Background: an optimization exercise with open tools, aiming at small area, a short achievable clock period and few clock cycles. Do not read the settings as production practice.
RTL that was checked went through simulation tests only; none was proved equivalent to the original.
The RTL of run 1 was laid out without a check of its function.

==> flow/design.v <==
module RFC_CORDIC(
    input  wire        clk,
    input  wire        rst_n,
    input  wire        start,        
    input  wire        op_div,       
    input  wire        op_leak,      
    input  wire [2:0]  op_tag,
    input  wire signed [20:0] x_init,
    input  wire signed [20:0] y_init,
    input  wire        abort,        
    output wire        ready,
    output wire        busy,
    output wire        cond,         
    output wire        fdone,        
    output wire [2:0]  ftag,
    output wire [22:0] fres,
    output wire        idone,        
    output wire [2:0]  itag,
    output wire [22:0] ires,
    output wire        ishort        
    );
    reg               fb;           
    reg               md;           
    reg signed [20:0] x, y, z;
    reg signed [21:0] x_tmp;
    reg        [4:0]  it;           
    reg        [4:0]  idx;          
    reg               xs, ys;       
    reg        [3:0]  ei;           
    reg               lk;
    reg        [2:0]  tg;
    assign busy = fb;
    wire signed [37:0] x_tmp_extend = {{16{x_tmp[21]}}, x_tmp};
    wire signed [20:0] target = md ? z : y;
    wire signed [20:0] target_abs = target[20] ? ~target + 21'd1 : target;
    wire flag = md ? target[20] : ~target[20];
    wire [16:0] rank;
    assign rank[16] = (target_abs >= (md ? 'd26369 : x_tmp_extend[22:2]));
    assign rank[15] = (target_abs >= (md ? 'd12487 : x_tmp_extend[23:3]));
    assign rank[14] = (target_abs >= (md ? 'd6168  : x_tmp_extend[24:4]));
    assign rank[13] = (target_abs >= (md ? 'd3075  : x_tmp_extend[25:5]));
    assign rank[12] = (target_abs >= (md ? 'd1537  : x_tmp_extend[26:6]));
    assign rank[11] = (target_abs >= (md ? 'd768   : x_tmp_extend[27:7]));
    assign rank[10] = (target_abs >= (md ? 'd384   : x_tmp_extend[28:8]));
    assign rank[9]  = (target_abs >= (md ? 'd192   : x_tmp_extend[29:9]));
    assign rank[8]  = (target_abs >= (md ? 'd96    : x_tmp_extend[30:10]));
    assign rank[7]  = (target_abs >= (md ? 'd48    : x_tmp_extend[31:11]));
    assign rank[6]  = (target_abs >= (md ? 'd24    : x_tmp_extend[32:12]));
    assign rank[5]  = (target_abs >= (md ? 'd12    : x_tmp_extend[33:13]));
    assign rank[4]  = (target_abs >= (md ? 'd6     : x_tmp_extend[34:14]));
    assign rank[3]  = (target_abs >= (md ? 'd3     : x_tmp_extend[35:15]));
    assign rank[2]  = (target_abs >= (md ? 'd1     : x_tmp_extend[36:16]));
    assign rank[1]  = (target_abs >= (md ? 'd0     : x_tmp_extend[37:17]));
    assign rank[0]  = (target_abs <  (md ? 'd0     : x_tmp_extend[37:17]));
    reg [4:0] i;
    always @(*) begin
        casez(rank)
            17'b1????????????????: i = 5'd1;
            17'b01???????????????: i = 5'd2;
            17'b001??????????????: i = 5'd3;
            17'b0001?????????????: i = 5'd4;
            17'b00001????????????: i = 5'd5;
            17'b000001???????????: i = 5'd6;
            17'b0000001??????????: i = 5'd7;
            17'b00000001?????????: i = 5'd8;
            17'b000000001????????: i = 5'd9;
            17'b0000000001???????: i = 5'd10;
            17'b00000000001??????: i = 5'd11;
            17'b000000000001?????: i = 5'd12;
            17'b0000000000001????: i = 5'd13;
            17'b00000000000001???: i = 5'd14;
            17'b000000000000001??: i = 5'd15;
            17'b0000000000000001?: i = 5'd16;
            17'b00000000000000001: i = 5'd17;
            default: i = 5'd0;
        endcase
    end
    reg signed [20:0] angle;
    always @(*) begin
        case(i)
            5'd1:  angle = md ? 21'd35999 : 21'd32768;
            5'd2:  angle = md ? 21'd16738 : 21'd16384;
            5'd3:  angle = md ? 21'd8235  : 21'd8192;
            5'd4:  angle = md ? 21'd4101  : 21'd4096;
            5'd5:  angle = 21'd2048;
            5'd6:  angle = 21'd1024;
            5'd7:  angle = 21'd512;
            5'd8:  angle = 21'd256;
            5'd9:  angle = 21'd128;
            5'd10: angle = 21'd64;
            5'd11: angle = 21'd32;
            5'd12: angle = 21'd16;
            5'd13: angle = 21'd8;
            5'd14: angle = 21'd4;
            5'd15: angle = 21'd2;
            default: angle = 21'd1;
        endcase
    end
    assign cond = fb & ((i >= 5'd16) | (md ? (z <= 'd1) : (y <= 'd1)) | (it == 5'd31));
    wire signed [20:0] s = x + y;
    wire [20:0] su0 = {~s[20], s[19:0]};
    wire [18:0] su2 = {~s[20], s[19:2]};
    wire gp2 = (idx == 5'd10);
    wire [18:0] sw2 = gp2 ? su2 : 19'd0;
    wire [17:0] su3 = {~s[20], s[19:3]};
    wire gp3 = (idx == 5'd1) | (idx == 5'd5) | (idx == 5'd9) | (idx == 5'd13) | (idx == 5'd17) | (idx == 5'd21) | (idx == 5'd25);
    wire [17:0] sw3 = gp3 ? su3 : 18'd0;
    wire [16:0] su4 = {~s[20], s[19:4]};
    wire gp4 = (idx == 5'd5) | (idx == 5'd10) | (idx == 5'd13) | (idx == 5'd21);
    wire [16:0] sw4 = gp4 ? su4 : 17'd0;
    wire [15:0] su5 = {~s[20], s[19:5]};
    wire gp5 = (idx == 5'd1) | (idx == 5'd4) | (idx == 5'd9) | (idx == 5'd10) | (idx == 5'd12) | (idx == 5'd17) | (idx == 5'd20) | (idx == 5'd25);
    wire [15:0] sw5 = gp5 ? su5 : 16'd0;
    wire [14:0] su6 = {~s[20], s[19:6]};
    wire gp6 = (idx == 5'd13);
    wire [14:0] sw6 = gp6 ? su6 : 15'd0;
    wire [13:0] su7 = {~s[20], s[19:7]};
    wire gp7 = (idx == 5'd8) | (idx == 5'd9) | (idx == 5'd12) | (idx == 5'd21) | (idx == 5'd24) | (idx == 5'd25);
    wire [13:0] sw7 = gp7 ? su7 : 14'd0;
    wire [12:0] su8 = {~s[20], s[19:8]};
    wire gp8 = (idx == 5'd5) | (idx == 5'd20);
    wire [12:0] sw8 = gp8 ? su8 : 13'd0;
    wire [11:0] su9 = {~s[20], s[19:9]};
    wire gp9 = (idx == 5'd12) | (idx == 5'd16) | (idx == 5'd24) | (idx == 5'd25);
    wire gn9 = (idx == 5'd1) | (idx == 5'd13);
    wire [11:0] sw9 = gp9 ? su9 : gn9 ? ~su9 : 12'd0;
    wire [10:0] su10 = {~s[20], s[19:10]};
    wire gp10 = (idx == 5'd4) | (idx == 5'd5);
    wire [10:0] sw10 = gp10 ? su10 : 11'd0;
    wire [9:0] su11 = {~s[20], s[19:11]};
    wire gp11 = (idx == 5'd4) | (idx == 5'd13) | (idx == 5'd17);
    wire gn11 = (idx == 5'd20) | (idx == 5'd21);
    wire [9:0] sw11 = gp11 ? su11 : gn11 ? ~su11 : 10'd0;
    wire [8:0] su12 = {~s[20], s[19:12]};
    wire gp12 = (idx == 5'd1) | (idx == 5'd13) | (idx == 5'd17);
    wire gn12 = (idx == 5'd9);
    wire [8:0] sw12 = gp12 ? su12 : gn12 ? ~su12 : 9'd0;
    wire [7:0] su13 = {~s[20], s[19:13]};
    wire gp13 = (idx == 5'd1) | (idx == 5'd5) | (idx == 5'd10) | (idx == 5'd20) | (idx == 5'd24);
    wire [7:0] sw13 = gp13 ? su13 : 8'd0;
    wire [6:0] su14 = {~s[20], s[19:14]};
    wire gp14 = (idx == 5'd4) | (idx == 5'd8) | (idx == 5'd21) | (idx == 5'd25);
    wire gn14 = (idx == 5'd12) | (idx == 5'd17);
    wire [6:0] sw14 = gp14 ? su14 : gn14 ? ~su14 : 7'd0;
    wire [5:0] su15 = {~s[20], s[19:15]};
    wire gp15 = (idx == 5'd1) | (idx == 5'd5) | (idx == 5'd8);
    wire [5:0] sw15 = gp15 ? su15 : 6'd0;
    wire [4:0] su16 = {~s[20], s[19:16]};
    wire gp16 = (idx == 5'd4) | (idx == 5'd5) | (idx == 5'd20) | (idx == 5'd25);
    wire gn16 = (idx == 5'd24);
    wire [4:0] sw16 = gp16 ? su16 : gn16 ? ~su16 : 5'd0;
    reg [20:0] sc;
    always @(*) begin
        case (idx)
            5'd1: sc = 21'd882273;
            5'd4: sc = 21'd1014192;
            5'd5: sc = 21'd846672;
            5'd8: sc = 21'd1040288;
            5'd9: sc = 21'd876289;
            5'd10: sc = 21'd688000;
            5'd12: sc = 21'd1005505;
            5'd13: sc = 21'd832769;
            5'd16: sc = 21'd1046528;
            5'd17: sc = 21'd883905;
            5'd20: sc = 21'd1011057;
            5'd21: sc = 21'd843201;
            5'd24: sc = 21'd1038193;
            5'd25: sc = 21'd874416;
            default: sc = 21'd1048576;
        endcase
    end
    wire [20:0] out = su0 + sw2 + sw3 + sw4 + sw5 + sw6 + sw7 + sw8 + sw9 + sw10 + sw11 + sw12 + sw13 + sw14 + sw15 + sw16 + sc;
    wire [21:0] eo_e_t1 = {~eo[22], eo[21:1]};
    wire [19:0] eo_e_t3 = {~eo[22], eo[21:3]};
    wire [18:0] eo_e_t4 = {~eo[22], eo[21:4]};
    wire [17:0] eo_e_t5 = {~eo[22], eo[21:5]};
    wire [11:0] eo_e_t11_u = {~eo[22], eo[21:11]};
    wire [11:0] eo_e_t11 = ~eo_e_t11_u;
    wire [6:0] eo_e_t16 = {~eo[22], eo[21:16]};
    wire [4:0] eo_e_t18 = {~eo[22], eo[21:18]};
    wire [2:0] eo_e_t20 = {~eo[22], eo[21:20]};
    wire [22:0] eo_e = {eo[21:0], 1'b0} + eo_e_t1 + eo_e_t3 + eo_e_t4 + eo_e_t5 + eo_e_t11 + eo_e_t16 + eo_e_t18 + eo_e_t20 + 23'd5371821;
    wire [20:0] eo_ie_t2 = {~eo[22], eo[21:2]};
    wire [19:0] eo_ie_t3 = {~eo[22], eo[21:3]};
    wire [15:0] eo_ie_t7_u = {~eo[22], eo[21:7]};
    wire [15:0] eo_ie_t7 = ~eo_ie_t7_u;
    wire [11:0] eo_ie_t11 = {~eo[22], eo[21:11]};
    wire [9:0] eo_ie_t13 = {~eo[22], eo[21:13]};
    wire [6:0] eo_ie_t16 = {~eo[22], eo[21:16]};
    wire [4:0] eo_ie_t18 = {~eo[22], eo[21:18]};
    wire [2:0] eo_ie_t20 = {~eo[22], eo[21:20]};
    wire [1:0] eo_ie_t21 = {~eo[22], eo[21:21]};
    wire [22:0] eo_ie = eo_ie_t2 + eo_ie_t3 + eo_ie_t7 + eo_ie_t11 + eo_ie_t13 + eo_ie_t16 + eo_ie_t18 + eo_ie_t20 + eo_ie_t21 + 23'd6780331;
    reg               ib;
    reg signed [22:0] eo;
    reg        [3:0]  eic;
    reg               isg;
    reg        [2:0]  itg;
    reg               ish;
    wire ilast = ib & (eic == 4'd0);
    wire ifree = ~ib | ilast;
    wire fin   = cond & (~md | ifree);
    assign ready = ~fb | fin;
    assign fdone = cond & ~md;
    assign ftag  = tg;
    assign fres  = (xs ^ ys) ? (23'd0 - {3'b0, z[19:0]}) : {3'b0, z[19:0]};
    assign idone = ilast;
    assign itag  = itg;
    assign ires  = eo;
    assign ishort = ish;
    wire [3:0] ei_load = lk ? (ei - it[3:0]) : ei;
    always @(posedge clk or negedge rst_n) begin
        if (!rst_n)                 fb <= 1'b0;
        else if (start)             fb <= 1'b1;
        else if (abort)             fb <= 1'b0;
        else if (fin)               fb <= 1'b0;
    end
    always @(posedge clk) begin
        if (start) begin
            md <= ~op_div;
            lk <= op_leak;
            tg <= op_tag;
            it <= 5'd0;
            idx <= 5'd0;
            xs <= x_init[20];
            ys <= y_init[20];
            ei <= x_init[20] ? ~x_init[19:16] : x_init[19:16];
            if (!op_div) begin
                x <= 21'd65536;
                y <= 21'd0;
                z <= {{5{x_init[20]}}, x_init[15:0]};
            end
            else begin
                x <= y_init[20] ? ~y_init + 1 : y_init;
                y <= x_init[20] ? ~x_init + 1 : x_init;
                z <= 21'd0;
                x_tmp <= (x_init[20] ? ~x_init + 1 : x_init) + ((x_init[20] ? ~x_init + 1 : x_init) >>> 1);
            end
        end
        else if (fb & ~cond) begin
            if (flag) begin
                x <= md ? x - (y >>> i) : x;
                y <= y - (x >>> i);
                z <= z + angle;
            end
            else begin
                x <= md ? x + (y >>> i) : x;
                y <= y + (x >>> i);
                z <= z - angle;
            end
            x_tmp <= x + (x >>> 1);
            it <= it + 5'd1;
            case (i)
                5'd1: idx <= idx + 5'b00001;
                5'd2: idx <= idx + 5'b00100;
                5'd3: idx <= idx + 5'b01000;
                5'd4: idx <= idx + 5'b10000;
                default: idx <= idx;
            endcase
        end
    end
    wire iload = fin & md & ~abort;
    always @(posedge clk or negedge rst_n) begin
        if (!rst_n)                 ib <= 1'b0;
        else if (abort)             ib <= 1'b0;
        else if (iload)             ib <= 1'b1;
        else if (ilast)             ib <= 1'b0;
    end
    always @(posedge clk) begin
        if (iload) begin
            eo  <= {2'b00, out};
            eic <= ei_load;
            isg <= xs;
            itg <= tg;
            ish <= (it == 5'd0 && ei <= 4'd1) || (it == 5'd1 && ei == 4'd0);
        end
        else if (ib & ~ilast) begin
            eo <= isg ? eo_ie : eo_e;    
            eic <= eic - 4'd1;
        end
    end
endmodule
module Dual_mode_neuron (
    input wire clk,
    input wire rstn,
    input wire mode,     
    input wire signed [26 : 0] i_in,    
    output reg signed [26 : 0] v,
    output reg signed [26:0] h_0,
    output reg done
);
reg  signed [26:0] V, W, m_0, n_0;
reg  signed [26:0] TA;
reg         [20:0] TAH;
reg  signed [26:0] ma, mb;
reg  signed [41:0] plo;      
reg  signed [30:0] phi;      
reg                psg;
reg  signed [26:0] MO;
wire               go;       
wire signed [41:0] plo_n = ma * $signed({1'b0, mb[13:0]});
wire signed [39:0] phi_n = ma * $signed(mb[26:14]);
wire signed [44:0] psum  = {{3{plo[41]}}, plo} + {phi, 14'd0};
always @(posedge clk) begin
    if (go) begin
        plo <= plo_n;
        phi <= phi_n[30:0];
        psg <= (ma != 27'sd0) & (mb != 27'sd0) & (ma[26] ^ mb[26]);
        MO  <= {psg, psum[44:19]};
    end
end
reg  signed [26:0] aa, ab;
reg                asub;
reg  signed [26:0] AO;
wire signed [26:0] asum = aa + (asub ? ~ab : ab) + {26'd0, asub};
always @(posedge clk) begin
    if (go) AO <= asum;
end
reg  [20:0] SX1, SX2, SX3, SX4, SD2x, SD2y, SD1x, SD1y, SD3y;
reg  [6:0]  sv;              
reg  [2:0]  ep;              
reg  [22:0] R1, R2, R3, R4, RD1, RD2, RD3;
reg  [6:0]  rv;              
reg         e4s;             
wire        e_ready, e_busy, e_cond, e_fdone, e_idone, e_ishort;
wire [2:0]  e_ftag, e_itag;
wire [22:0] e_fres, e_ires;
reg         ad_start;        
reg  [20:0] ad_x;
reg         ad_leak;
reg         ad_abort;
wire        hh_start = mode & sv[ep] & e_ready;
wire        e_start  = hh_start | (ad_start & go);
reg         e_div;
reg  [20:0] e_x, e_y;
always @(*) begin
    e_div = 1'b0; e_x = SX1; e_y = 21'd0;
    if (mode) begin
        case (ep)
            3'd0: begin e_div = 1'b0; e_x = SX1;  e_y = 21'd0; end
            3'd1: begin e_div = 1'b0; e_x = SX2;  e_y = 21'd0; end
            3'd2: begin e_div = 1'b0; e_x = SX3;  e_y = 21'd0; end
            3'd3: begin e_div = 1'b0; e_x = SX4;  e_y = 21'd0; end
            3'd4: begin e_div = 1'b1; e_x = SD2x; e_y = SD2y;  end
            3'd5: begin e_div = 1'b1; e_x = SD1x; e_y = SD1y;  end
            default: begin e_div = 1'b1; e_x = 21'd16384; e_y = SD3y; end
        endcase
    end
    else begin
        e_div = 1'b0; e_x = ad_x; e_y = 21'd0;
    end
end
RFC_CORDIC engine (
    .clk(clk), .rst_n(rstn),
    .start(e_start), .op_div(e_div), .op_leak(mode ? 1'b0 : ad_leak),
    .op_tag(mode ? ep : 3'd0),
    .x_init(e_x), .y_init(e_y), .abort(ad_abort & go),
    .ready(e_ready), .busy(e_busy), .cond(e_cond),
    .fdone(e_fdone), .ftag(e_ftag), .fres(e_fres),
    .idone(e_idone), .itag(e_itag), .ires(e_ires), .ishort(e_ishort)
);
always @(posedge clk or negedge rstn) begin
    if (!rstn)          ep <= 3'd0;
    else if (hh_start)  ep <= (ep == 3'd6) ? 3'd0 : ep + 3'd1;
end
always @(posedge clk) begin
    if (e_fdone) begin
        case (e_ftag)
            3'd4: RD2 <= e_fres;
            3'd5: RD1 <= e_fres;
            3'd6: RD3 <= e_fres;
            default: ;
        endcase
    end
    if (e_idone) begin
        case (e_itag)
            3'd0: R1 <= e_ires;
            3'd1: R2 <= e_ires;
            3'd2: R3 <= e_ires;
            3'd3: begin R4 <= e_ires; e4s <= e_ishort; end
            default: ;
        endcase
    end
end
wire        r1_now = e_idone & (e_itag == 3'd0);
wire        r1_ok  = rv[0] | r1_now;
wire [22:0] r1_val = r1_now ? e_ires : R1;
function [26:0] ext;     
    input [22:0] c;
    ext = {{2{c[22]}}, c[21:0], {3{c[22]}}};
endfunction
wire signed [26:0] r1  = ext(r1_val);
wire signed [26:0] r2  = ext(R2);
wire signed [26:0] r3  = ext(e4s ? R4 : R3);
wire signed [26:0] r4  = ext(R4);
wire signed [26:0] rd1 = ext(RD1);
wire signed [26:0] rd2 = ext(RD2);
wire signed [26:0] rd3 = ext(RD3);
wire [23:0] t2b = {r2[26], r2[22:0]};
wire [20:0] t3b = {r3[26], r3[19:0]};
wire [23:0] t2c = {r4[26], r4[22:0]};
wire signed [26:0] beta_n = { {6{t3b[20]}} , t3b} >>> 3;
wire signed [26:0] beta_m = { {3{t2c[23]}} , t2c} <<< 2;
wire signed [26:0] ah_ext = { {6{TAH[20]}} , TAH};
localparam [5:0]
    C0 = 6'd0,  C1 = 6'd1,  C2 = 6'd2,  C3 = 6'd3,  C4 = 6'd4,  C5 = 6'd5,  C6 = 6'd6,
    G0 = 6'd7,  G1 = 6'd8,  G2 = 6'd9,  G3 = 6'd10, G4 = 6'd11, G5 = 6'd12, G6 = 6'd13,
    G7 = 6'd14, G8 = 6'd15, G9 = 6'd16, G10 = 6'd17, G11 = 6'd18, G12 = 6'd19,
    D0 = 6'd20, D1 = 6'd21, D2 = 6'd22, D3 = 6'd23, D4 = 6'd24, D5 = 6'd25, D6 = 6'd26, D7 = 6'd27,
    E0 = 6'd28, E1 = 6'd29, E2 = 6'd30,
    F0 = 6'd31, F1 = 6'd32, F2 = 6'd33, F3 = 6'd34, F4 = 6'd35, F5 = 6'd36, F6 = 6'd37, F7 = 6'd38,
    F8 = 6'd39, F9 = 6'd40, F10 = 6'd41, F11 = 6'd42, F12 = 6'd43, F13 = 6'd44, F14 = 6'd45,
    H0 = 6'd48, H1 = 6'd49, H2 = 6'd50, H3 = 6'd51, H4 = 6'd52, H5 = 6'd53, H6 = 6'd54,
    AX = 6'd55, S1 = 6'd56, S2 = 6'd57;
reg [5:0] pc;
reg       first;         
reg       wt;            
reg [6:0] rclr;          
reg [6:0] sset;          
reg       sp_c1, sp_e0;  
wire signed [26:0] ad_p   = (pc == AX) ? 27'sd0 : r1;
wire signed [26:0] ad_q   = (pc == AX) ? V : AO;
wire signed [26:0] a6     = ad_p + ad_q;
wire signed [26:0] a6v    = ad_p + ad_q + $signed(27'd26214400);
wire        [20:0] x_new  = {a6v[26], a6v[23:4]} - $signed(21'd452706);
wire               esp    = a6v >= $signed('d10485760);
wire signed [26:0] a0_vr  = $signed(-27'b0_0111010_0000000000000000000) + $signed(27'd26214400);
wire        [20:0] x_vr   = {a0_vr[26], a0_vr[23:4]} - $signed(21'd452706);
wire        [3:0]  ei_new = x_new[20] ? ~x_new[19:16] : x_new[19:16];
assign go = ~wt;
always @(*) begin
    ma = 27'sd0; mb = 27'sd0;
    aa = 27'sd0; ab = 27'sd0; asub = 1'b0;
    wt = 1'b0; rclr = 7'd0;
    ad_start = 1'b0; ad_x = x_new; ad_leak = 1'b0; ad_abort = 1'b0;
    case (pc)
    C0: begin wt = |sv[3:0];
              ma = $signed(27'd52429); mb = V; aa = V; ab = $signed(27'd31457280); end
    C1: begin ma = AO; mb = $signed(27'd26215); end
    C2: begin ma = TA; mb = $signed(27'd6554);
              aa = {6'd0, ~{MO[26], MO[22:3]}}; ab = $signed(27'd1) - $signed(27'd196608); end
    C3: begin ma = TA; mb = $signed(27'd29127);
              aa = {6'd0, ~{MO[26], MO[22:3]}}; ab = 27'sd1; end
    C4: begin aa = {6'd0, ~{MO[26], MO[22:3]}}; ab = 27'sd1; end
    C5: begin aa = ~MO; ab = 27'sd1; end
    C6: ;
    G0: begin wt = ~(rv[4] & rv[3]); rclr[4] = 1'b1; rclr[3] = 1'b1;
              aa = rd2; ab = beta_m; end
    G1: begin ma = AO; mb = m_0; end
    G2: begin wt = ~(rv[5] & rv[2]); rclr[5] = 1'b1; rclr[2] = 1'b1;
              aa = rd1; ab = beta_n; end
    G3: begin ma = AO; mb = n_0; aa = rd2; ab = MO; asub = 1'b1; end
    G4: begin aa = AO >>> 7; ab = m_0; end
    G5: begin aa = rd1; ab = MO; asub = 1'b1; end
    G6: begin aa = AO >>> 7; ab = n_0; end
    G7: begin wt = ~rv[6]; rclr[6] = 1'b1;
              aa = ah_ext; ab = rd3; end
    G8: begin ma = AO; mb = h_0; end
    G9: ;
    G10: begin aa = ah_ext; ab = MO; asub = 1'b1; end
    G11: begin aa = AO >>> 7; ab = h_0; end
    G12: ;
    D0: begin wt = ~r1_ok | (|sv[6:4]); rclr[0] = 1'b1;
              ma = r1; mb = $signed(27'd317997); aa = $signed(27'd524288); ab = r1; end
    D1: begin ma = ext(R1); mb = $signed(27'd70955); aa = V; ab = $signed(27'd18350080); end
    D2: begin ma = AO; mb = $signed(27'd52429); aa = $signed(27'd524288); ab = MO; asub = 1'b1; end
    D3: begin aa = $signed(27'd524288); ab = MO; asub = 1'b1; end
    D4: begin aa = V; ab = $signed(27'd26214400); end
    D5: begin ma = AO; mb = $signed(27'd5243); end
    D6: ;
    D7: ;
    E0: begin wt = ~rv[1]; rclr[1] = 1'b1;
              ma = { {3{t2b[23]}} , t2b}; mb = $signed(27'd36700); end
    E1: ;
    E2: ;
    F0: begin ma = n_0; mb = n_0; aa = $signed(-27'd25910313); ab = V; asub = 1'b1; end
    F1: begin ma = $signed(27'd157286); mb = AO >>> 7; end
    F2: begin ma = MO; mb = MO; end
    F3: begin ma = m_0; mb = m_0; aa = V; ab = { {6{MO[26]}}, MO[26], MO[19:0]}; end
    F4: begin ma = MO; mb = $signed(27'd18874368); aa = AO; ab = i_in; end
    F5: begin ma = MO; mb = m_0; aa = $signed(-27'd37822136); ab = V; asub = 1'b1; end
    F6: begin ma = MO; mb = AO >>> 7; end
    F7: begin ma = MO; mb = h_0; end
    F8: begin aa = TA; ab = { {4{MO[26]}}, MO[26], MO[21:0]}; end
    F9: begin ma = MO; mb = $signed(27'd62914560); end
    F10: begin aa = $signed(27'd28898755); ab = V; asub = 1'b1; end
    F11: begin ma = MO; mb = AO >>> 7; end
    F12: ;
    F13: begin aa = TA; ab = MO; end
    F14: ;
    H0: begin ma = $signed(27'd349); mb = V; end
    H1: begin ma = $signed(27'd524113); mb = W; end
    H2: begin ma = $signed(27'd524025); mb = V; aa = MO; ab = $signed(27'd24466); end
    H3: begin ma = $signed(-27'd53); mb = W; aa = MO; ab = AO; end
    H4: begin aa = MO; ab = i_in; end
    H5: begin aa = MO >>> 1; ab = AO; end
    H6: begin wt = ~r1_ok; rclr[0] = 1'b1;
              ad_start = 1'b1; ad_x = (a6 >= 27'sd0) ? x_vr : x_new; end
    AX: begin ad_start = 1'b1; ad_x = x_new; end
    S1: ;
    S2: begin ad_abort = ~(sp_c1 & sp_e0);
              ad_start = ~(sp_c1 & sp_e0); ad_x = x_vr;
              ad_leak = sp_c1 | e_cond; end
    default: ;
    endcase
end
reg [5:0] pc_n;
always @(*) begin
    pc_n = pc + 6'd1;
    case (pc)
        C6:  pc_n = first ? D0 : G0;
        G12: pc_n = D0;
        F14: pc_n = C0;
        H6:  pc_n = ((a6 < 27'sd0) & esp) ? S1 : H0;
        AX:  pc_n = esp ? S1 : H0;
        S2:  pc_n = H0;
        default: ;
    endcase
end
always @(posedge clk or negedge rstn) begin
    if (!rstn) begin
        pc    <= 6'd0;
        first <= 1'b1;
    end
    else if (go) begin
        if (pc == 6'd0 && first && !mode) pc <= AX;    
        else                              pc <= pc_n;
        if (pc == C6) first <= 1'b0;
    end
end
always @(*) begin
    sset = 7'd0;
    if (go) case (pc)
        C3: sset[0] = 1'b1;
        C4: sset[1] = 1'b1;
        C5: sset[2] = 1'b1;
        C6: sset[3] = 1'b1;
        D4: sset[4] = 1'b1;
        D5: sset[6] = 1'b1;
        D7: sset[5] = 1'b1;
        default: ;
    endcase
end
always @(posedge clk or negedge rstn) begin
    if (!rstn) sv <= 7'd0;
    else begin
        sv <= (sv & ~(hh_start ? (7'd1 << ep) : 7'd0)) | sset;
    end
end
always @(posedge clk) begin
    if (go) case (pc)
        C1: TA <= AO;
        C3: SX1 <= AO[20:0];
        C4: SX2 <= AO[20:0];
        C5: SX3 <= AO[20:0];
        C6: SX4 <= {AO[26], AO[22:3]};
        D1: SD3y <= {AO[26], AO[24:5]};
        D3: SD2y <= {AO[26], AO[24:5]};
        D4: begin SD1y <= {AO[26], AO[24:5]}; SD2x <= { {3{MO[26]}}, MO[22:5]}; end
        D7: SD1x <= { {6{MO[26]}}, MO[19:5]};
        E2: TAH <= {MO[26], MO[19:0]};
        F5: TA <= AO;
        F9: TA <= AO;
        H4: TA <= AO;
        default: ;
    endcase
end
always @(posedge clk or negedge rstn) begin
    if (!rstn) rv <= 7'd0;
    else begin
        rv <= (rv | (e_fdone ? (7'd1 << e_ftag) : 7'd0) | (e_idone ? (7'd1 << e_itag) : 7'd0))
              & ~(go ? rclr : 7'd0);
    end
end
always @(posedge clk) begin
    if (pc == H6 || pc == AX) sp_e0 <= (ei_new == 4'd0);
    if (pc == S1) sp_c1 <= e_cond;
end
always @(posedge clk or negedge rstn) begin
    if (!rstn) begin
        V    <= 0;
        W    <= 0;
        m_0  <= 27'b0_0000000_0000110110001010111;
        n_0  <= 27'b0_0000000_0101000101010100110;
        h_0  <= 27'b0_0000000_1001100010011010000;
        done <= 1'b0;
    end
    else begin
        done <= 1'b0;
        if (go) case (pc)
            G5:  m_0 <= AO;
            G7:  n_0 <= AO;
            G12: begin h_0 <= AO; done <= 1'b1; end
            F14: V <= AO;
            H6:  begin
                    V <= (a6 < 27'sd0) ? a6 : $signed(-27'b0_0111010_0000000000000000000);
                    W <= TA;
                    done <= 1'b1;
                 end
            S2:  begin V <= $signed(-27'b0_0111010_0000000000000000000); done <= 1'b1; end
            default: ;
        endcase
    end
end
always @(posedge clk or negedge rstn) begin
    if (!rstn)  v <= 0;
    else        v <= V;
end
endmodule
==> flow/run.sh <==
#!/bin/bash
# synth_recipe.tcl (not shown) runs the flow's synth.tcl, then flattens the netlist and writes it again
# the make line also repeats each setting of config.mk as NAME=value (left out here)
make -C /OpenROAD-flow-scripts/flow DESIGN_CONFIG=/design/flow/config.mk WORK_HOME=/design/flow/orfs CLKGATE_MAP_FILE= SYNTH_SCRIPT=/design/flow/synth_recipe.tcl finish
==> flow/config.mk <==
export PLATFORM = sky130hd
export DESIGN_NAME = Dual_mode_neuron
export DESIGN_NICKNAME = Dual_mode_neuron
export VERILOG_FILES = /design/flow/design.v
export SDC_FILE = /design/flow/constraint.sdc
export NUM_CORES = 8
export LEC_CHECK = 0
export ABC_CLOCK_PERIOD_IN_PS = 5000
export CAP_MARGIN = 20
export CORE_MARGIN = 2
export CORE_UTILIZATION = 40
export PLACE_DENSITY = 0.75
export SETUP_SLACK_MARGIN = 5
export SLEW_MARGIN = 20
==> flow/constraint.sdc <==
create_clock -name core_clock -period 11.0 [get_ports {clk}]
set_input_delay 2.2000 -clock core_clock [delete_from_list [all_inputs] [get_ports {clk}]]
set_output_delay 2.2000 -clock core_clock [all_outputs]
set_load 0.01 [all_outputs]
==> impl_results.md, run 1 <==
- Routed wire per std cell: 32.04 um
- Commonest non-fill, non-tap cell in the layout: buf_4
- Number of synthesized flops with an enable pin: 617
- Clk slew on worst S/H paths: ~0.07 ns
- Area of the mapped netlist: between 90000 and 100000 um^2
- Initial antenna violation count: 46
- Status: timing/DRC/antenna clean
- Clock skew: 0.08549 ns
- Crit path DAT: between 10 and 15 ns
- Drt total wl: between 400000 and 500000 um
- Post-Place Worst Slack: about 0.22 ns
- Min-Delay Path Class: flip-flop to flip-flop
- H-tree Lvls: 3
- Die ar.: roughly 230000 um^2
- Post-Synthesis Cells: just under 10000
- Slew Limit Fails: 0
- HPWL Detailed: between 300000 and 400000 um
- Slowest Stage Delay on Critical Path: between 0.5 and 0.6 ns
- Later-pin clock latency in the skew report: about 0.80 ns
- Yosys warns: 2
- Layout cells sized above 1: between 20 and 30%
- Fin Setup TNS: 0 ns
- FMAX: roughly 0.099 GHz
- I/O pin count: between 80 and 90
- Final WS setup: 0.9156 ns
- Row count: 176
- Number of global-route vias before repair: around 86000
- Most area-consuming cells after synthesis: edfxtp_1 (20%), fa_1 (19%), ha_1 (11%)
- Most frequent cells in the layout: buf_4 (1067), inv_1 (1061), nand2_1 (1032), fa_1 (887), ha_1 (762)
- Critical path class: flip-flop to flip-flop
- Initial Utilization: around two fifths
- Post-synth top area share: between 20% and 30%
- Largest area contributor in the netlist: edfxtp_1
- CP Launch Type: flip-flop
- DR vias/cell: between 6 and 7
- Core box area: 229700 um^2
- Largest net degree at the start of global routing: 81
- PortBufs: between 80 and 90
- Crit Path Max Fanout: 6
- Max Buffers Root-to-Sink: 3
- Worst path slowest cell: edfxtp_1
- ANT nets after route: 0
- # nets final: roughly 13000
- MaxCap Viol Count: 0
- Final worst path period share: 91.68%
- Mean post-synth cell area: 9.444 um^2
- CTS Buf Count: between 90 and 100
- Synth Flop Type: edfxtp_1
- Mapped Nets: around 12000
- Synthesized flop and latch total: about 840
- CTS Sinks: approximately 840
- Cell mode on critical path: a21oi_2
- Pre-Repair DR Iteration Count: 10
- DIE WIDTH: 484.4 um
- Yosys cell types: 118
- Gr usage total: 36.41%
- Final Critical Period: approximately 10 ns
- Chip Height: ~480 um
- Grt ovf: 0
- Required @ worst endpoint: about 12 ns
- Via count: between 80000 and 90000
- Drt drc: 0
- Sequential fraction of the synthesis area: between 20% and 30%
- Hold Violations, Final: 0
- RSZ-0062 raised after global routing: yes
- GP Congestion: 1.112
- Root Driver: clkbuf_16
- Setup violators final: 0
- Async SR Flop Fraction: roughly 23%
- First-pass GRT wire length: roughly 620000 um
- Area growth from synthesis to layout: 30.29%
- Max-Slew Margin vs Limit: 15.58%
- CTS tree: done
- Pin slew with the least headroom to its limit: approximately 1.3 ns
- Crit path capture type: flip-flop
- Iteration-0 DRC Markers: 13170
## repair_timing
action | in CTS | in global routing
endpoints found under the setup margin | 439 | 411
cloned | 45 | 8
resized for setup | 1054 | 648
pin swaps | 442 | 475
setup buffers | 635 | 291
hold buffers | 0 | 0
## per-layer routing
| layer | routed length [um] | part of all wire (%) | track usage, % |
|---|---|---|---|
| met1 | 154100 | 34 | 42.93 |
| met2 | 184500 | 41 | 52.31 |
| met3 | 63270 | 14 | 13.91 |
| met4 | 49960 | 11 | 30.36 |
| met5 | 260 | 0.058 | 0.08165 |
## cell families (layout without fill, tap and decap cells)
group                      after synthesis  count (layout)  synth area share [%]
muxes                                  304             304                 3.619
other                                    0              25                     0
adders and majority gates             1722            1722                 30.65
xor gates and xnor gates               478             478                 4.536
and+or+nand+nor                       2778            2789                 13.62
DFF                                    836             836                 25.88
buffers and inverters                 1576            2844                 6.455
AOI/OAI and AO/OA                     2080            2087                 15.23
## area by class of cell
type	count	area, um^2
fill	19450	109400
multi-input combinational	7380	70270
sequential	836	23900
timing repair buffer	1541	14610
inverter	1120	4304
tap	3026	3786
clock buffer	124	2597
clock inverter	55	668.1
antenna	25	62.56
timing repair inverter	4	61.31
## stage by stage
| step | utilization (%) | instance area (um^2) | std cells | hold slack, ns |
|---|---|---|---|---|
| floorplan | - | 93880 | 9774 | 0.4003 |
| global placement | 43.67 | 100300 | 12920 | 0.3755 |
| detailed placement | 43.68 | 100300 | 12920 | 0.3707 |
| CTS | 49.90 | 114600 | 13780 | 0.3829 |
| global route | 52.33 | 120200 | 14090 | 0.3907 |
| finish | 52.36 | 120300 | 14110 | 0.3881 |
## final timing paths
path                                       start                     end  slack, ns  cells past startpoint
setup / recovery           engine.z[8]$_DFFE_PP_  engine.y[20]$_DFFE_PP_       0.92                     47
hold / removal                 V[23]$_DFFE_PN0P_         v[23]$_DFF_PN0_       0.39                      0
min in group asynchronous                   rstn       V[24]$_DFFE_PN0P_       1.49                      1
setup reg to reg           engine.z[8]$_DFFE_PP_  engine.y[20]$_DFFE_PP_       0.92                     47
hold reg to reg                V[23]$_DFFE_PN0P_         v[23]$_DFF_PN0_       0.39                      0
max in group asynchronous                   rstn       W[20]$_DFFE_PN0P_       7.27                      3
## state kept, by name, summed over array words and instances (netlist names), 23 cells and up
name       flops
plo           28
engine.eo     23
R1            23
n_0           27
AO            27
h_0           27
V             27
W             27
MO            27
m_0           27
TA            27
v             27
phi           31
## cell usage after synthesis (26+ instances only)
library cell / instances
and3_1: 78
a221oi_1: 119
nor3_1: 126
a21o_1: 133
a221o_1: 32
mux2i_1: 138
a22oi_1: 157
edfxtp_1: 617
o211ai_1: 41
o21bai_1: 66
fa_1: 899
a22o_1: 29
nor2_1: 758
o21ai_0: 384
ha_1: 823
xor2_1: 150
clkbuf_1: 386
a211oi_1: 59
a21boi_0: 26
a222oi_1: 58
dfxtp_1: 30
o21a_1: 51
mux2_2: 157
nand2b_1: 64
dfrtp_1: 164
a31oi_1: 52
o31ai_1: 53
nand4_1: 78
nand3_1: 226
nand2_1: 1096
or2_2: 43
buf_1: 50
xnor2_1: 328
and2_1: 92
or3_1: 33
a21oi_1: 540
nor2b_1: 63
inv_1: 1111
## worst max-delay path, delay by kind of cell, from the launching register on
family                   cells  cell delay (ns)
AO/OA/AOI/OAI               21             4.05
XOR/XNOR                     4             0.81
adder cells (fa/ha/maj)      2             0.61
buffers and inverters        6             0.61
flip-flops                   1             0.57
multiplexers                 1             0.49
AND/OR/NAND/NOR             13             2.72
==> run 2: changes to the inputs <==
--- a/flow/design.v
+++ b/flow/design.v
@@ -98,99 +98,26 @@
     end
     assign cond = fb & ((i >= 5'd16) | (md ? (z <= 'd1) : (y <= 'd1)) | (it == 5'd31));
     wire signed [20:0] s = x + y;
-    wire [20:0] su0 = {~s[20], s[19:0]};
-    wire [18:0] su2 = {~s[20], s[19:2]};
-    wire gp2 = (idx == 5'd10);
-    wire [18:0] sw2 = gp2 ? su2 : 19'd0;
-    wire [17:0] su3 = {~s[20], s[19:3]};
-    wire gp3 = (idx == 5'd1) | (idx == 5'd5) | (idx == 5'd9) | (idx == 5'd13) | (idx == 5'd17) | (idx == 5'd21) | (idx == 5'd25);
-    wire [17:0] sw3 = gp3 ? su3 : 18'd0;
-    wire [16:0] su4 = {~s[20], s[19:4]};
-    wire gp4 = (idx == 5'd5) | (idx == 5'd10) | (idx == 5'd13) | (idx == 5'd21);
-    wire [16:0] sw4 = gp4 ? su4 : 17'd0;
-    wire [15:0] su5 = {~s[20], s[19:5]};
-    wire gp5 = (idx == 5'd1) | (idx == 5'd4) | (idx == 5'd9) | (idx == 5'd10) | (idx == 5'd12) | (idx == 5'd17) | (idx == 5'd20) | (idx == 5'd25);
-    wire [15:0] sw5 = gp5 ? su5 : 16'd0;
-    wire [14:0] su6 = {~s[20], s[19:6]};
-    wire gp6 = (idx == 5'd13);
-    wire [14:0] sw6 = gp6 ? su6 : 15'd0;
-    wire [13:0] su7 = {~s[20], s[19:7]};
-    wire gp7 = (idx == 5'd8) | (idx == 5'd9) | (idx == 5'd12) | (idx == 5'd21) | (idx == 5'd24) | (idx == 5'd25);
-    wire [13:0] sw7 = gp7 ? su7 : 14'd0;
-    wire [12:0] su8 = {~s[20], s[19:8]};
-    wire gp8 = (idx == 5'd5) | (idx == 5'd20);
-    wire [12:0] sw8 = gp8 ? su8 : 13'd0;
-    wire [11:0] su9 = {~s[20], s[19:9]};
-    wire gp9 = (idx == 5'd12) | (idx == 5'd16) | (idx == 5'd24) | (idx == 5'd25);
-    wire gn9 = (idx == 5'd1) | (idx == 5'd13);
-    wire [11:0] sw9 = gp9 ? su9 : gn9 ? ~su9 : 12'd0;
-    wire [10:0] su10 = {~s[20], s[19:10]};
-    wire gp10 = (idx == 5'd4) | (idx == 5'd5);
-    wire [10:0] sw10 = gp10 ? su10 : 11'd0;
-    wire [9:0] su11 = {~s[20], s[19:11]};
-    wire gp11 = (idx == 5'd4) | (idx == 5'd13) | (idx == 5'd17);
-    wire gn11 = (idx == 5'd20) | (idx == 5'd21);
-    wire [9:0] sw11 = gp11 ? su11 : gn11 ? ~su11 : 10'd0;
-    wire [8:0] su12 = {~s[20], s[19:12]};
-    wire gp12 = (idx == 5'd1) | (idx == 5'd13) | (idx == 5'd17);
-    wire gn12 = (idx == 5'd9);
-    wire [8:0] sw12 = gp12 ? su12 : gn12 ? ~su12 : 9'd0;
-    wire [7:0] su13 = {~s[20], s[19:13]};
-    wire gp13 = (idx == 5'd1) | (idx == 5'd5) | (idx == 5'd10) | (idx == 5'd20) | (idx == 5'd24);
-    wire [7:0] sw13 = gp13 ? su13 : 8'd0;
-    wire [6:0] su14 = {~s[20], s[19:14]};
-    wire gp14 = (idx == 5'd4) | (idx == 5'd8) | (idx == 5'd21) | (idx == 5'd25);
-    wire gn14 = (idx == 5'd12) | (idx == 5'd17);
-    wire [6:0] sw14 = gp14 ? su14 : gn14 ? ~su14 : 7'd0;
-    wire [5:0] su15 = {~s[20], s[19:15]};
-    wire gp15 = (idx == 5'd1) | (idx == 5'd5) | (idx == 5'd8);
-    wire [5:0] sw15 = gp15 ? su15 : 6'd0;
-    wire [4:0] su16 = {~s[20], s[19:16]};
-    wire gp16 = (idx == 5'd4) | (idx == 5'd5) | (idx == 5'd20) | (idx == 5'd25);
-    wire gn16 = (idx == 5'd24);
-    wire [4:0] sw16 = gp16 ? su16 : gn16 ? ~su16 : 5'd0;
-    reg [20:0] sc;
+    reg  signed [20:0] out;
     always @(*) begin
         case (idx)
-            5'd1: sc = 21'd882273;
-            5'd4: sc = 21'd1014192;
-            5'd5: sc = 21'd846672;
-            5'd8: sc = 21'd1040288;
-            5'd9: sc = 21'd876289;
-            5'd10: sc = 21'd688000;
-            5'd12: sc = 21'd1005505;
-            5'd13: sc = 21'd832769;
-            5'd16: sc = 21'd1046528;
-            5'd17: sc = 21'd883905;
-            5'd20: sc = 21'd1011057;
-            5'd21: sc = 21'd843201;
-            5'd24: sc = 21'd1038193;
-            5'd25: sc = 21'd874416;
-            default: sc = 21'd1048576;
+            5'd1:  out = s + (s >>> 3) + (s >>> 5) - (s >>> 9) + (s >>> 12) + (s >>> 13) + (s >>> 15);
+            5'd4:  out = s + (s >>> 5) + (s >>> 10) + (s >>> 11) + (s >>> 14) + (s >>> 16);
+            5'd5:  out = s + (s >>> 3) + (s >>> 4) + (s >>> 8) + (s >>> 10) + (s >>> 13) + (s >>> 15) + (s >>> 16);
+            5'd8:  out = s + (s >>> 7) + (s >>> 14) + (s >>> 15);
+            5'd9:  out = s + (s >>> 3) + (s >>> 5) + (s >>> 7) - (s >>> 12);
+            5'd10: out = s + (s >>> 2) + (s >>> 4) + (s >>> 5) + (s >>> 13);
+            5'd12: out = s + (s >>> 5) + (s >>> 7) + (s >>> 9) - (s >>> 14);
+            5'd13: out = s + (s >>> 3) + (s >>> 4) + (s >>> 6) - (s >>> 9) + (s >>> 11) + (s >>> 12);
+            5'd16: out = s + (s >>> 9);
+            5'd17: out = s + (s >>> 3) + (s >>> 5) + (s >>> 11) + (s >>> 12) - (s >>> 14);
+            5'd20: out = s + (s >>> 5) + (s >>> 8) - (s >>> 11) + (s >>> 13) + (s >>> 16);
+            5'd21: out = s + (s >>> 3) + (s >>> 4) + (s >>> 7) - (s >>> 11) + (s >>> 14);
+            5'd24: out = s + (s >>> 7) + (s >>> 9) + (s >>> 13) - (s >>> 16);
+            5'd25: out = s + (s >>> 3) + (s >>> 5) + (s >>> 7) + (s >>> 9) + (s >>> 14) + (s >>> 16);
+            default: out = s;
         endcase
     end
-    wire [20:0] out = su0 + sw2 + sw3 + sw4 + sw5 + sw6 + sw7 + sw8 + sw9 + sw10 + sw11 + sw12 + sw13 + sw14 + sw15 + sw16 + sc;
-    wire [21:0] eo_e_t1 = {~eo[22], eo[21:1]};
-    wire [19:0] eo_e_t3 = {~eo[22], eo[21:3]};
-    wire [18:0] eo_e_t4 = {~eo[22], eo[21:4]};
-    wire [17:0] eo_e_t5 = {~eo[22], eo[21:5]};
-    wire [11:0] eo_e_t11_u = {~eo[22], eo[21:11]};
-    wire [11:0] eo_e_t11 = ~eo_e_t11_u;
-    wire [6:0] eo_e_t16 = {~eo[22], eo[21:16]};
-    wire [4:0] eo_e_t18 = {~eo[22], eo[21:18]};
-    wire [2:0] eo_e_t20 = {~eo[22], eo[21:20]};
-    wire [22:0] eo_e = {eo[21:0], 1'b0} + eo_e_t1 + eo_e_t3 + eo_e_t4 + eo_e_t5 + eo_e_t11 + eo_e_t16 + eo_e_t18 + eo_e_t20 + 23'd5371821;
-    wire [20:0] eo_ie_t2 = {~eo[22], eo[21:2]};
-    wire [19:0] eo_ie_t3 = {~eo[22], eo[21:3]};
-    wire [15:0] eo_ie_t7_u = {~eo[22], eo[21:7]};
-    wire [15:0] eo_ie_t7 = ~eo_ie_t7_u;
-    wire [11:0] eo_ie_t11 = {~eo[22], eo[21:11]};
-    wire [9:0] eo_ie_t13 = {~eo[22], eo[21:13]};
-    wire [6:0] eo_ie_t16 = {~eo[22], eo[21:16]};
-    wire [4:0] eo_ie_t18 = {~eo[22], eo[21:18]};
-    wire [2:0] eo_ie_t20 = {~eo[22], eo[21:20]};
-    wire [1:0] eo_ie_t21 = {~eo[22], eo[21:21]};
-    wire [22:0] eo_ie = eo_ie_t2 + eo_ie_t3 + eo_ie_t7 + eo_ie_t11 + eo_ie_t13 + eo_ie_t16 + eo_ie_t18 + eo_ie_t20 + eo_ie_t21 + 23'd6780331;
     reg               ib;
     reg signed [22:0] eo;
     reg        [3:0]  eic;
@@ -275,7 +202,10 @@
             ish <= (it == 5'd0 && ei <= 4'd1) || (it == 5'd1 && ei == 4'd0);
         end
         else if (ib & ~ilast) begin
-            eo <= isg ? eo_ie : eo_e;    
+            if (isg)
+                eo <= (eo>>>2) + (eo>>>3) - (eo>>>7) + (eo>>>11) + (eo>>>13) + (eo>>>16) + (eo>>>18) + (eo>>>20) + (eo>>>21);
+            else
+                eo <= (eo<<<1) + (eo>>>1) + (eo>>>3) + (eo>>>4) + (eo>>>5) - (eo>>>11) + (eo>>>16) + (eo>>>18) + (eo>>>20);
             eic <= eic - 4'd1;
         end
     end
--- a/flow/config.mk
+++ b/flow/config.mk
@@ -5,10 +5,8 @@
 export SDC_FILE = /design/flow/constraint.sdc
 export NUM_CORES = 8
 export LEC_CHECK = 0
-export ABC_CLOCK_PERIOD_IN_PS = 5000
 export CAP_MARGIN = 20
 export CORE_MARGIN = 2
 export CORE_UTILIZATION = 40
 export PLACE_DENSITY = 0.75
-export SETUP_SLACK_MARGIN = 5
 export SLEW_MARGIN = 20
==> run 2 against run 1 <==
  * Still clean on timing, DRC and antenna
  * Utilization is 7.9 points lower
  * Die area is 21% higher
  * Clock-buffer cell count is 9 lower
  * Sequential cell count is 18 lower
  * First-iteration DRC count decreased by 4.4%
  * Cell count increased by 14%
  * Critical endpoint is now plo[41]$_DFFE_PN_
  * Largest cell class unchanged
==> impl_results.md, run 2 <==
- First-pass GRT wire length: 636100 um (was 619500 um)
- Layout cells sized above 1: 8.734% (was 27.40%)
- Number of synthesized flops with an enable pin: 617 (unchanged)
- Pre-Repair DR Iteration Count: 10 (unchanged)
- Gr usage total: 29.72% (was 36.41%)
- CP Launch Type: flip-flop (unchanged)
- Async SR Flop Fraction: 23.11% (was 22.61%)
- H-tree Lvls: 3 (unchanged)
- Design area: 123900 um^2 (was 120300 um^2)
- CTS Sinks: 818 (was 836)
- Routed wire per std cell: 26.70 um (was 32.04 um)
- Critical path class: flip-flop to flip-flop (unchanged)
- Yosys cell types: 110 (was 118)
- Most frequent cells in the layout: inv_1 (1390), ha_1 (1306), nand2_1 (1138), fa_1 (1085), nor2_1 (785) (was buf_4 (1067), inv_1 (1061), nand2_1 (1032), fa_1 (887), ha_1 (762))
- CTS Buf Count: 94 (was 95)
- Most area-consuming cells after synthesis: fa_1 (19%), edfxtp_1 (17%), ha_1 (15%) (was edfxtp_1 (20%), fa_1 (19%), ha_1 (11%))
- Sequential fraction of the synthesis area: 21.04% (was 25.88%)
- CTS tree: done (unchanged)
- Regs by FF count: phi x31, plo x28 (unchanged)
- Area of the mapped netlist: 111800 um^2 (was 92300 um^2)
- Synth top cells by count: inv_1 (1394), ha_1 (1307), nand2_1 (1141) (was inv_1 (1111), nand2_1 (1096), fa_1 (899))
- Pin slew with the least headroom to its limit: 1.187 ns (was 1.266 ns)
- DIE WIDTH: 532.7 um (was 484.4 um)
- DR vias/cell: 6.117 (was 6.341)
- Root Driver: clkbuf_16 (unchanged)
- Largest net degree at the start of global routing: 91 (was 81)
- Post-Synthesis Cells: 12080 (was 9774)
- Slowest Stage Delay on Critical Path: 0.69 ns (was 0.57 ns)
- Chip Height: 532.7 um (was 484.4 um)
- Setup violators final: 0 (unchanged)
- Later-pin clock latency in the skew report: 0.78 ns (was 0.80 ns)
- Reg2Reg Depth: 36 (was 47)
- Grt ovf: 0 (unchanged)
- Die ar.: 283800 um^2 (was 234600 um^2)
- GP Congestion: 1.073 (was 1.112)
- Drt total wl: 430400 um (was 452100 um)
- Largest area contributor in the netlist: fa_1 (was edfxtp_1)
- Initial antenna violation count: 20 (was 46)
- Area growth from synthesis to layout: 10.76% (was 30.29%)
- DP Area: 120100 um^2 (was 100300 um^2)
- Number of global-route vias before repair: 96630 (was 85780)
- Synth Flop Type: edfxtp_1 (unchanged)
- Clock skew: 0.06739 ns (was 0.08549 ns)
- Row count: 194 (was 176)
- Cell mode on critical path: a21o_1 (was a21oi_2)
- Required @ worst endpoint: 11.46 ns (was 11.56 ns)
- ANT nets after route: 0 (unchanged)
- Core box area: 278700 um^2 (was 229700 um^2)
- Clk slew on worst S/H paths: 0.07 ns (about the same)
- Post-Place Worst Slack: 0.02000 ns (was 0.2234 ns)
- Largest register FFs: 31 (unchanged)
- Slew Limit Fails: 0 (unchanged)
- Hold slack: 0.4194 ns (was 0.3881 ns)
- Max Buffers Root-to-Sink: 3 (unchanged)
- MaxCap Viol Count: 0 (unchanged)
- Yosys warns: 2 (unchanged)
- Min-Delay Path Class: flip-flop to flip-flop (unchanged)
- I/O pin count: 85 (unchanged)
- Max-Slew Margin vs Limit: 18.79% (was 15.58%)
- Iteration-0 DRC Markers: 12590 (was 13170)
- Commonest non-fill, non-tap cell in the layout: inv_1 (was buf_4)
- Drt drc: 0 (unchanged)
- Final worst path period share: 96.90% (was 91.68%)
- Crit path capture type: flip-flop (unchanged)
- PortBufs: 84 (unchanged)
- Biggest register: phi (unchanged)
- Status: timing/DRC/antenna clean (unchanged)
- FMAX: 0.09382 GHz (was 0.09916 GHz)
- Mapped Nets: 14500 (was 11530)
- Mean post-synth cell area: 9.259 um^2 (was 9.444 um^2)
- Crit Path Max Fanout: 21 (was 6)
- Most common cell in the netlist: inv_1 (unchanged)
- Fin Setup TNS: 0 ns (unchanged)
- Synthesized flop and latch total: 818 (was 836)
- Crit path DAT: 11.12 ns (was 10.65 ns)
- Via count: 98610 (was 89470)
- HPWL Detailed: 334700 um (was 307600 um)
- Post-synth top area share: 19.42% (was 20.07%)
- Final Critical Period: 10.66 ns (was 10.08 ns)
- Min-Delay Path Depth: 0 (unchanged)
- Final WS setup: 0.3412 ns (was 0.9156 ns)
- # nets final: 14730 (was 12730)
- Hold Violations, Final: 0 (unchanged)
- Initial Utilization: 40.13% (was 40.19%)
- Worst path slowest cell: or4_1 (was edfxtp_1)
==> run 2: changes by cell type in the layout (fill, tap and decap cells not counted), sizes merged, moves of 148 or more <==
cell   change
a21oi    +148
buf      -912
fa       +186
ha       +484
inv      +298
xnor2    +259
==> run 2: cell families after synthesis <==
kind of cell / count (synthesis) / synth area share, %
AOI/OAI and AO/OA: 2810 / 16.88
xor gates and xnor gates: 827 / 6.477
adders and majority gates: 2395 / 34.08
buffers and inverters: 1878 / 6.354
DFF: 818 / 21.04
muxes: 254 / 2.415
and+or+nand+nor: 3096 / 12.76
==> run 2: layer usage <==
| metal | GRT usage [%] | wire length, um | vias to the layer above | part of all wire (%) |
|---|---|---|---|---|
| li1 | - | - | 42880 | - |
| met1 | 38.13 | 161900 | 47960 | 38 |
| met2 | 44.14 | 182100 | 6183 | 42 |
| met3 | 7.050 | 49600 | 1564 | 12 |
| met4 | 20.51 | 36430 | 28 | 8.5 |
| met5 | 0.06748 | 384 | - | 0.089 |
==> run 2: per-stage QoR <==
stage,instances,utilization (%)
3_3_place_gp,15930,43.11
5_1_grt,16110,44.44
2_1_floorplan,12080,-
6_report,16120,44.45
3_5_place_dp,15930,43.11
4_1_cts,16100,44.34
==> run 2: worst paths after layout <==
path / start / endpoint / slack (ns)
min reg2reg: engine.ish$_DFFE_PP_ / e4s$_DFFE_PP_ / 0.42
max reg2reg: pc[5]$_DFFE_PN0N_ / plo[41]$_DFFE_PN_ / 0.34
max: pc[5]$_DFFE_PN0N_ / plo[41]$_DFFE_PN_ / 0.34
max in group asynchronous: rstn / rv[2]$_DFF_PN0_ / 8.12
min: engine.ish$_DFFE_PP_ / e4s$_DFFE_PP_ / 0.42
min in group asynchronous: rstn / pc[1]$_DFFE_PN0N_ / 1.49
==> run 2: area by class of cell <==
class / instances / area [um^2]
clock inverters: 63 / 825.8
well taps: 3724 / 4659
clock buffers: 115 / 2619
repair buffers: 613 / 5050
inverters: 1398 / 5255
fillers: 26730 / 154800
diodes: 7 / 17.52
flip-flops and latches: 818 / 23530
multi-input cells: 9382 / 81900
==> run 2: timing repair <==
item                                    CTS  global route
buffers inserted                          0             8
endpoints found under the setup margin    0            24
hold buffers                              0             0
gates resized for setup                   0            46
==> run 2: critical path: cells and delay by family (launching register included) <==
family	cells	cell delay, ns
xor+xnor	1	0.08
fa+ha+maj	7	3.31
compound gates	17	3.22
simple gates	7	2.03
buf+inv	4	1.00
flops	1	0.64
Testbench counts of run 2, summed over its fixed seeds: cycles 779,498.

-- what the ideal ports hide --
No port has a modelled driver above. Below, the same layouts with a new extraction and two added sets of constraints. Step 1: set_driving_cell puts a clkbuf_16 on clk and a buf_2 on each other input, an assumption about the parent block. Step 2, shift: input delay + t, output delay - t, t = (earliest + latest rising clock arrival at the registers) / 2. This alone moves slack from input paths to output paths. Slacks: ideal ports / drivers / drivers and shift; pairs: ideal ports / drivers.
run	t (ns)	setup slack, ns	hold slack, ns	slew at the worst register clock pin (ns)
run 1	0.856	0.916 / 0.916 / 0.916	0.388 / 0.388 / 0.388	0.07 / 0.07
run 2	0.835	0.341 / 0.341 / 0.341	0.419 / 0.419 / 0.419	0.07 / 0.07
After both steps every run listed still meets setup and hold.
